What follows belongs to an exercise in optimizing a design on an open flow for small area and a short achievable clock period; a production flow would make more cautious choices.
In this exercise RTL edits were held to simulation tests only and were not proved equivalent to the original.

## fft
module fft(
	input wire			clk,
	input wire			rst_n,
	input wire[16:0]	data_i0_R,
	input wire[16:0]	data_i0_I,
	input wire[16:0]	data_i1_R,
	input wire[16:0]	data_i1_I,
	output reg[16:0]	data_o0_R,
	output reg[16:0]	data_o0_I,
	output reg[16:0]	data_o1_R,
	output reg[16:0]	data_o1_I
);
  reg [2:0] ph;
  reg [1:0] fd;
  wire [2:0] pn = ph + 3'd1;
  wire [1:0] fdn = (ph == 3'd7 && fd != 2'd3) ? fd + 2'd1 : fd;
  reg [3:0] oplus, ominus;
  wire vnext = (fdn == 2'd3) || (fdn == 2'd2 && pn[2]);
  always @(posedge clk or negedge rst_n)
    if (!rst_n) begin ph <= 3'd7; fd <= 2'd0; oplus <= 4'd0; ominus <= 4'd0; end
    else begin ph <= pn; fd <= fdn; oplus <= {4{vnext & pn[2]}}; ominus <= {4{vnext & ~pn[2]}}; end
  reg [16:0] XA0_0_R, XA0_0_I;
  reg [16:0] XA1_0_R, XA1_0_I;
  reg [16:0] XA2_0_R, XA2_0_I;
  reg [16:0] PU_0_R, PU_0_I;
  reg [16:0] PV_0_R, PV_0_I;
  reg [16:0] PP_0_R, PP_0_I;
  reg [16:0] R0_0_R, R0_0_I;
  reg [16:0] R1_0_R, R1_0_I;
  reg [16:0] QP_0_R, QP_0_I;
  reg [16:0] QU_0_R, QU_0_I;
  reg [16:0] M0_0_R, M0_0_I;
  reg [16:0] M1_0_R, M1_0_I;
  reg [16:0] M2_0_R, M2_0_I;
  reg [16:0] M3_0_R, M3_0_I;
  reg [16:0] QT_0_x0, QT_0_x1, QT_0_y0, QT_0_y1;
  reg [16:0] XA0_1_R, XA0_1_I;
  reg [16:0] XA1_1_R, XA1_1_I;
  reg [16:0] XA2_1_R, XA2_1_I;
  reg [16:0] PU_1_R, PU_1_I;
  reg [16:0] PV_1_R, PV_1_I;
  reg [16:0] R0_1_R, R0_1_I;
  reg [16:0] R1_1_R, R1_1_I;
  reg [16:0] QP_1_R, QP_1_I;
  reg [16:0] QU_1_R, QU_1_I;
  reg [16:0] HV_1_R, HV_1_I;
  reg [16:0] M0_1_R, M0_1_I;
  reg [16:0] M1_1_R, M1_1_I;
  reg [16:0] M2_1_R, M2_1_I;
  reg [16:0] M3_1_R, M3_1_I;
  reg [16:0] QT_1_x0, QT_1_x1, QT_1_y0, QT_1_y1;
  reg s_w3a;
  reg s_w3b;
  reg s_Ppin0;
  reg s_mP0;
  reg s_mQ0;
  reg s_Ppin1;
  ...
Size: about 6,400 cells after synthesis, roughly 1,200 flip-flops, about 140 I/O pins.
clock: 7.5 ns
lec_check: 0
cap_margin: 20
core_margin: 2
core_utilization: 50
cts_cluster_diameter: 100
cts_cluster_size: 20
gpl_routability_driven: 0
setup_slack_margin: 3.5
slew_margin: 20
run.sh (not shown) runs the stock make flow with config.mk's settings and CLKGATE_MAP_FILE= SYNTH_SCRIPT=/design/flow/synth_recipe.tcl, a recipe that flattens the netlist after the stock synthesis.
The baseline finished with timing, DRC and antenna clean.
Then changed:
- CTS_CLUSTER_DIAMETER: 100 -> 120
- CTS_CLUSTER_SIZE: 20 -> 18
- GPL_ROUTABILITY_DRIVEN: 0 -> default
What happened: The new run passed the timing, DRC and antenna checks; wire length increases by 2.4%; maximum frequency went up by 2.1%; core utilization went up by 0.13 points; worst hold slack gains 0.0073 ns; setup slack improves by 0.087 ns; cell area hardly moves; critical path depth came out higher by 1.
Then changed:
- CTS_CLUSTER_DIAMETER: 120 -> 100
- CTS_CLUSTER_SIZE: 18 -> 20
- SETUP_SLACK_MARGIN: 3.5 -> 3.65
Effect: Wire length came out lower by 1.5%; first-iteration DRC count came out higher by 5.2%; critical path depth came out lower by 4; count of clock-buffer cells in the layout came out lower by 1.

* * *

== amber ==
Starting RTL as in the previous note.
Settings: LEC_CHECK=0, CAP_MARGIN=20, CORE_MARGIN=2, CORE_UTILIZATION=50, CTS_CLUSTER_DIAMETER=100, CTS_CLUSTER_SIZE=20, SETUP_SLACK_MARGIN=3.9, SLEW_MARGIN=20; clock period 7.5 ns.
amber completed every stage of the flow, and the final layout passed the timing, DRC and antenna checks.
--- input diff amber..maple ---
diff --git a/flow/config.mk b/flow/config.mk
--- a/flow/config.mk
+++ b/flow/config.mk
@@ -10 +10 @@
-export CORE_UTILIZATION = 50
+export CORE_UTILIZATION = 45
@@ -13 +13 @@
-export SETUP_SLACK_MARGIN = 3.9
+export SETUP_SLACK_MARGIN = 3.5
Findings:
- The flow did not stop early for maple: all stages ran, and the layout cleared the timing, DRC and antenna checks.
- Against amber as the reference, maple delivers a lower final standard cell area without fillers.
- [compare] base=amber new=maple: cell depth of the worst flop-to-flop path went up 2, number of antenna violations at the first check in global routing now sits lower, proportion of cell area spent on the clock network has increased, detailed-route wire length saw a decrease.
- Delta (maple minus amber): non-clock buffer count down 191; fmax down 8.8 MHz.
- In the metrics for maple and amber, the one carrying the lower sequential cell area is maple.
### maple -> lagoon
diff --git a/flow/config.mk b/flow/config.mk
--- a/flow/config.mk
+++ b/flow/config.mk
@@ -10 +10 @@
-export CORE_UTILIZATION = 45
+export CORE_UTILIZATION = 50
@@ -13 +13 @@
-export SETUP_SLACK_MARGIN = 3.5
+export SETUP_SLACK_MARGIN = 3.7
## What came out
- The higher count of cells along the worst register-to-register path came out of maple.
- ~same wire length of the first global-routing pass in maple and lagoon
- Compared with maple, in lagoon design area climbed 2.0%, largest net degree at the start of global routing went up.
## Diff of input files: pepper against lagoon
diff --git a/flow/config.mk b/flow/config.mk
--- a/flow/config.mk
+++ b/flow/config.mk
@@ -10 +10 @@
-export CORE_UTILIZATION = 50
+export CORE_UTILIZATION = 52
@@ -13 +13 @@
-export SETUP_SLACK_MARGIN = 3.7
+export SETUP_SLACK_MARGIN = 3.45
The lower routed wire length came out of pepper. Cmp pepper vs lagoon: utilization of the core after routing higher in pepper.

* * *

run A:
fft again, from the RTL that the note above started with.
==> flow/config.mk <==
export PLATFORM = sky130hd
export DESIGN_NAME = fft
export DESIGN_NICKNAME = fft
export VERILOG_FILES = /design/flow/design.v
export SDC_FILE = /design/flow/constraint.sdc
export NUM_CORES = 8
export LEC_CHECK = 0
export CAP_MARGIN = 20
export CORE_MARGIN = 2
export CORE_UTILIZATION = 50
export CTS_CLUSTER_DIAMETER = 100
export CTS_CLUSTER_SIZE = 20
export SETUP_SLACK_MARGIN = 3.6
export SLEW_MARGIN = 20
==> flow/constraint.sdc <==
create_clock -name core_clock -period 7.5 [get_ports {clk}]
set_input_delay 1.5000 -clock core_clock [delete_from_list [all_inputs] [get_ports {clk}]]
set_output_delay 1.5000 -clock core_clock [all_outputs]
set_load 0.01 [all_outputs]
The inputs of run B differ from those of run A as listed below.
--- a/flow/config.mk
+++ b/flow/config.mk
@@ -11,4 +11,5 @@
 export CTS_CLUSTER_DIAMETER = 100
 export CTS_CLUSTER_SIZE = 20
+export PLACE_DENSITY = 0.65
 export SETUP_SLACK_MARGIN = 3.6
 export SLEW_MARGIN = 20
Notes after the runs:
In summary, run B completed successfully, with a layout that passed the timing, DRC and antenna checks.
Compared with run A, in run B wire length lower; area used by multi-input combinational logic roughly the same; clock tree buffer count of the final layout lower; largest net degree at the start of global routing higher; total of max-cap violations roughly the same.
Going from run A to run B, upper clock frequency limit shrank by a few percent.
Cmp run A and run B / post-route fraction of the period consumed by the critical path / lower: run A
On design area, run A tracks run B almost exactly.
Summary of the comparison: clock period minus final worst setup slack is higher in run B, relative to run A.
For run C, these inputs were changed with respect to run B:
--- a/flow/config.mk
+++ b/flow/config.mk
@@ -11,5 +11,4 @@
 export CTS_CLUSTER_DIAMETER = 100
 export CTS_CLUSTER_SIZE = 20
-export PLACE_DENSITY = 0.65
-export SETUP_SLACK_MARGIN = 3.6
+export SETUP_SLACK_MARGIN = 3.5
 export SLEW_MARGIN = 20
Results
Every stage of the flow completed for run C, and the final layout passed the timing, DRC and antenna checks. Of run C and run B, it is run C that has the higher aggregate routed wire length. Taking run B as the reference, in run C area taken by multi-input logic gates fell 410 sq um, clock buffer count increased by 1 relative to the old numbers, layout sequential cell count neither gained nor lost much, antenna diode count now sits higher. Area added between synthesis and finish delta for run C relative to run B: 1.8 points lower. The sequential cell area in the final layout on run B is in line with that on run C.
### run C -> run D
--- a/flow/config.mk
+++ b/flow/config.mk
@@ -11,4 +11,4 @@
 export CTS_CLUSTER_DIAMETER = 100
 export CTS_CLUSTER_SIZE = 20
-export SETUP_SLACK_MARGIN = 3.5
+export SETUP_SLACK_MARGIN = 3.55
 export SLEW_MARGIN = 20
==> comparison <==
- Run D vs. run C: global routing usage on met2 saw little to no change.

==> port drivers added, routing unchanged <==
The results above use ideal ports. As a check the final layouts listed here were re-extracted and re-timed, cells and wires unchanged. Step 1, drivers: a clkbuf_16 drives clk and a buf_2 each remaining input, both assumed. Step 2 times the ports against the registers' clock, not the clock port: input delays grow and output delays shrink by t, the midpoint of the rising clock arrivals with the driver on. a / b / c = no drivers / after step 1 / after step 2; a / b = the first two.
run | t, ns | setup slack, ns | worst data-port slew with drivers (ns)
the first run of note 1 | 0.788 | 3.317 / 3.317 / 2.795 | 0.07
the second run of note 1 | 0.796 | 3.404 / 3.404 / 2.747 | 0.08
the third run of note 1 | 0.801 | 3.520 / 3.520 / 2.903 | 0.05
amber | 0.798 | 3.495 / 3.495 / 3.089 | 0.05
maple | 0.792 | 3.349 / 3.349 / 2.787 | 0.05
lagoon | 0.800 | 3.403 / 3.403 / 2.915 | 0.09
pepper | 0.764 | 3.389 / 3.389 / 2.748 | 0.08
run A | 0.784 | 3.474 / 3.474 / 2.879 | 0.07
run B | 0.799 | 3.382 / 3.382 / 2.865 | 0.05
run C | 0.788 | 3.415 / 3.415 / 2.806 | 0.08
run D | 0.786 | 3.454 / 3.454 / 2.852 | 0.05
After both steps every run listed still meets setup and hold. For the second run of note 1, which loses most, drivers alone change the setup slack by 0.000 ns; drivers and shift together by -0.657 ns.
